This design comes from an exercise in tuning for small area on the open sky130 flow, not from production work. At most, simulation tests tie the RTL to the original design; equivalence was not proved. Power figures rest on the tool's default switching activity, not on a simulated workload.

==> flow/design.v <==
module dc_router_top (clk, reset, instruction, offset, filesize, acc_done, fft_enable, fir_enable, data_bus_in, data_bus_out, fft_data_in, fir_data_in, fft_data_out, fir_data_out, to_fft_empty, to_fft_full, from_fft_empty, from_fft_full, to_fir_empty, to_fir_full, from_fir_empty, from_fir_full, fft_put_req, fft_get_req, fir_put_req, fir_get_req, ram_read_enable, ram_write_enable, addr);
input clk, reset, to_fft_full, to_fft_empty, from_fft_full, from_fft_empty, to_fir_full, to_fir_empty, from_fir_full, from_fir_empty;
input [31:0] instruction, offset, filesize;
input [31:0] fft_data_in, fir_data_in;
output acc_done, fft_enable, fir_enable, fft_put_req, fft_get_req, fir_put_req, fir_get_req, ram_read_enable, ram_write_enable;
output [31:0] addr;
output [31:0] fft_data_out, fir_data_out;
input [31:0] data_bus_in;
output [31:0] data_bus_out;
reg prev1, prev2;           
reg valid_reg, acc_done_reg;
reg sel_fir_q;              
reg [15:0] rcnt, wcnt;      
reg rdone, wdone;           
wire hi_zero = ~|instruction[31:2];
wire is1 = hi_zero & ~instruction[1] & instruction[0];
wire is2 = hi_zero & instruction[1] & ~instruction[0];
wire fft_read_done  = rdone & ~sel_fir_q;
wire fft_write_done = wdone & ~sel_fir_q;
wire fir_read_done  = rdone & sel_fir_q;
wire fir_write_done = wdone & sel_fir_q;
wire fft_finished = fft_read_done & fft_write_done;
wire fir_finished = fir_read_done & fir_write_done;
wire finished = rdone & wdone;
wire changed = (is1 & ~prev1) | (is2 & ~prev2);
wire valid = changed | (valid_reg & ~finished);
assign fft_enable = ~reset & is1 & valid & ~fft_finished;
assign fir_enable = ~reset & is2 & valid & ~fir_finished;
assign acc_done = ~reset & (finished | (acc_done_reg & ~(valid & (is1 | is2))));
reg fft_to, fft_from, fir_to, fir_from;
always @(*)
begin
	case ({to_fft_empty, to_fft_full, from_fft_empty, from_fft_full})
	4'b0000: {fft_to, fft_from} = 2'b01;
	4'b0001: {fft_to, fft_from} = 2'b01;
	4'b0010: {fft_to, fft_from} = 2'b10;
	4'b0100: {fft_to, fft_from} = 2'b01;
	4'b0101: {fft_to, fft_from} = 2'b01;
	4'b1000: {fft_to, fft_from} = 2'b10;
	4'b1001: {fft_to, fft_from} = 2'b01;
	4'b1010: {fft_to, fft_from} = 2'b10;
	default: {fft_to, fft_from} = 2'b00;
	endcase
	case ({to_fir_empty, to_fir_full, from_fir_empty, from_fir_full})
	4'b0000: {fir_to, fir_from} = 2'b01;
	4'b0001: {fir_to, fir_from} = 2'b01;
	4'b0010: {fir_to, fir_from} = 2'b10;
	4'b0100: {fir_to, fir_from} = 2'b01;
	4'b0101: {fir_to, fir_from} = 2'b01;
	4'b1000: {fir_to, fir_from} = 2'b10;
	4'b1001: {fir_to, fir_from} = 2'b01;
	4'b1010: {fir_to, fir_from} = 2'b10;
	default: {fir_to, fir_from} = 2'b00;
	endcase
end
wire data_to_fft   = fft_enable & fft_to;
wire data_from_fft = fft_enable & fft_from;
wire data_to_fir   = fir_enable & fir_to;
wire data_from_fir = fir_enable & fir_from;
assign fft_put_req = data_to_fft & ~fft_read_done & ~fft_write_done;
assign fft_get_req = data_from_fft & (fft_read_done | ~fft_write_done);
assign fir_put_req = data_to_fir & ~fir_read_done & ~fir_write_done & ~fft_write_done;
assign fir_get_req = data_from_fir & (fir_read_done | (~fir_write_done & ~fft_write_done));
assign ram_read_enable = fft_put_req | fir_put_req;
assign ram_write_enable = fft_get_req | fir_get_req;
assign fft_data_out = data_to_fft ? data_bus_in : 32'b0;
assign fir_data_out = data_to_fir ? data_bus_in : 32'b0;
assign data_bus_out = data_from_fft ? fft_data_in : (data_from_fir ? fir_data_in : 32'b0);
wire enabled = fft_enable | fir_enable;
wire go_read = data_to_fft | data_to_fir;
wire go_write = data_from_fft | data_from_fir;
wire go = go_read | go_write;
wire ins_fft = instruction[0];
wire same = ins_fft ^ sel_fir_q;
wire dir_read = sel_fir_q ? fir_to : fft_to;
wire [15:0] sel_cnt = dir_read ? rcnt : wcnt;
wire [15:0] target = filesize[15:0] - {15'b0, ins_fft};
wire target_zero = ~|target;
wire req = same ? (rcnt == target) : target_zero;
wire weq = same ? (wcnt == target) : target_zero;
wire [15:0] inc = same ? sel_cnt + 16'd1 : 16'd1;
wire inc_r = go_read & ~req;
wire inc_w = go_write & ~weq;
wire keep_r = enabled & same & ~inc_r;
wire keep_w = enabled & same & ~inc_w;
wire [15:0] cnt_g = same ? sel_cnt : 16'b0;
wire [16:0] cy;
wire [0:0] hc;
assign cy[0] = 1'b0;
assign hc[0] = cy[16];
genvar i;
generate
	for (i = 0; i < 16; i = i + 1) begin : g_lo
		assign cy[i+1] = (offset[i] & cnt_g[i]) | (cy[i] & (offset[i] | cnt_g[i]));
		assign addr[i] = go & (offset[i] ^ cnt_g[i] ^ cy[i]);
	end
endgenerate
wire [15:0] hi_inc = offset[31:16] + 16'd1;
assign addr[31:16] = go ? (hc[0] ? hi_inc : offset[31:16]) : 16'b0;
always @(posedge clk)
begin
	prev1 <= is1;
	prev2 <= is2;
	valid_reg <= ~reset & valid;
	acc_done_reg <= acc_done;
	sel_fir_q <= fir_enable;
	rdone <= enabled & req;
	wdone <= enabled & weq;
	rcnt <= ({16{inc_r}} & inc) | ({16{keep_r}} & rcnt);
	wcnt <= ({16{inc_w}} & inc) | ({16{keep_w}} & wcnt);
end
endmodule
export LEC_CHECK = 0
export ABC_AREA = 1
export CAP_MARGIN = 20
export CORE_MARGIN = 2
export CORE_UTILIZATION = 40
export CTS_BUF_LIST = sky130_fd_sc_hd__clkbuf_8
export CTS_CLUSTER_DIAMETER = 200
export CTS_CLUSTER_SIZE = 40
export SLEW_MARGIN = 20
create_clock -name core_clock -period 10.0 [get_ports {clk}]
standard.sh (not shown) runs the stock make flow with config.mk's settings and CLKGATE_MAP_FILE= SYNTH_SCRIPT=/design/flow/synth_recipe.tcl, a recipe that flattens the netlist after the stock synthesis.
==> flow/flow/run.sh <==
#!/bin/bash
set -euo pipefail
HERE=$(pwd)
PLAT=$FLOW_HOME/platforms/$FLOW_PLATFORM
RES=$HERE/orfs/results/$FLOW_PLATFORM/dc_router_top/base
export YOSYS=$FLOW_HOME/../tools/install/yosys/bin/yosys
export LIB=$PLAT/lib/sky130_fd_sc_hd__tt_025C_1v80.lib
export TECH_LEF=$PLAT/lef/sky130_fd_sc_hd.tlef
export SC_LEF=$PLAT/lef/sky130_fd_sc_hd_merged.lef
export TOP=$FLOW_TOP
export SDC=$HERE/constraint.sdc
export DONT_USE=$(awk '/^export DONT_USE_CELLS/{f=1} f{print} f && !/\\$/{f=0}' $PLAT/config.mk | sed 's/export DONT_USE_CELLS *+\?= *//' | tr -d '\\' | tr '\n' ' ')

bash standard.sh synth > synth.log 2>&1
cp $RES/1_2_yosys.v $HERE/std_synth.v

mkdir -p $HERE/resynth $HERE/abcpool
python3 $HERE/flow/abc_pool.py $HERE/abcpool
ls $HERE/abcpool/*.abc | xargs -P ${NUM_CORES:-4} -I{} bash $HERE/flow/try_one.sh {} $HERE > $HERE/resynth_results.txt 2> $HERE/resynth_errors.log || true
best=$(awk '$2 > 0 && $3 > -90 { d = 0.2 - $3; if (d < 0) d = 0; c = $2 + 400 * d; print c, $1, $2, $3 }' $HERE/resynth_results.txt | sort -n | head -1)
echo "chosen: $best" > $HERE/resynth_choice.txt
n=$(echo "$best" | awk '{print $2}')
if [[ -n "$n" ]]; then
  cp $HERE/resynth/$n.v $RES/1_2_yosys.v
  rm -f $RES/1_synth.odb $RES/1_synth.sdc
fi
bash standard.sh "BUFFER_PORTS_ARGS=-buffer_cell sky130_fd_sc_hd__buf_1" \
  "CTS_ARGS=-sink_clustering_enable -repair_clock_nets -dont_use_dummy_load -buf_list sky130_fd_sc_hd__clkbuf_8 -sink_clustering_size 40 -sink_clustering_max_diameter 200" \
  finish > finish.log 2>&1
Other scripts of this flow, unchanged in this note and not shown: flow/flow/abc_pool.py, flow/flow/resynth.tcl, flow/flow/sta.tcl, flow/flow/try_one.sh
Edit:
--- a/flow/design.v
+++ b/flow/design.v
@@ -74,9 +74,9 @@
 wire same = ins_fft ^ sel_fir_q;
 wire dir_read = sel_fir_q ? fir_to : fft_to;
 wire [15:0] sel_cnt = dir_read ? rcnt : wcnt;
 wire [15:0] target = filesize[15:0] - {15'b0, ins_fft};
-wire target_zero = ~|target;
+wire target_zero = ins_fft ? (filesize[15:0] == 16'd1) : (filesize[15:0] == 16'd0);
 wire req = same ? (rcnt == target) : target_zero;
 wire weq = same ? (wcnt == target) : target_zero;
 wire [15:0] inc = same ? sel_cnt + 16'd1 : 16'd1;
 wire inc_r = go_read & ~req;
=>
- final area shrinks by 0.79%
- worst hold slack is about the same
- flip-flop and latch count does not change
- total power grows by 0.85%
- via count grows by 0.66%
- count of clock-buffer cells in the layout stays the same
Function not checked in the first run of this note: the RTL went through the layout flow alone.

afterwards: timing with drivers on the ports:
The results above use ideal ports. As a check the final layouts listed here were re-extracted and re-timed, cells and wires unchanged. Step 1 assumes that a clkbuf_16 drives the clock port and a buf_2 every other input. Step 2 adds t to the input delays and takes it off the output delays; t is the mean of the earliest and latest rising clock arrival at the registers after step 1. Input paths then give back, and output paths get back, about the clock's delay inside the block. a / b / c = ideal ports / drivers / drivers and shift; a / b = the first two.
run | t (ns) | slack for setup (ns) | hold slack, ns | worst setup path at the end | latest minus earliest clock arrival (ns)
the first run | 0.325 | 0.632 / 0.609 / 0.609 | 0.499 / 0.499 / 0.499 | input to output | 0.013 / 0.012
the second run | 0.329 | 0.416 / 0.386 / 0.386 | 0.496 / 0.496 / 0.496 | input to output | 0.015 / 0.015
After both steps every run listed still meets setup and hold. The setup slack of the second run, which loses most, moves by -0.030 ns with the drivers and by -0.030 ns with both steps.
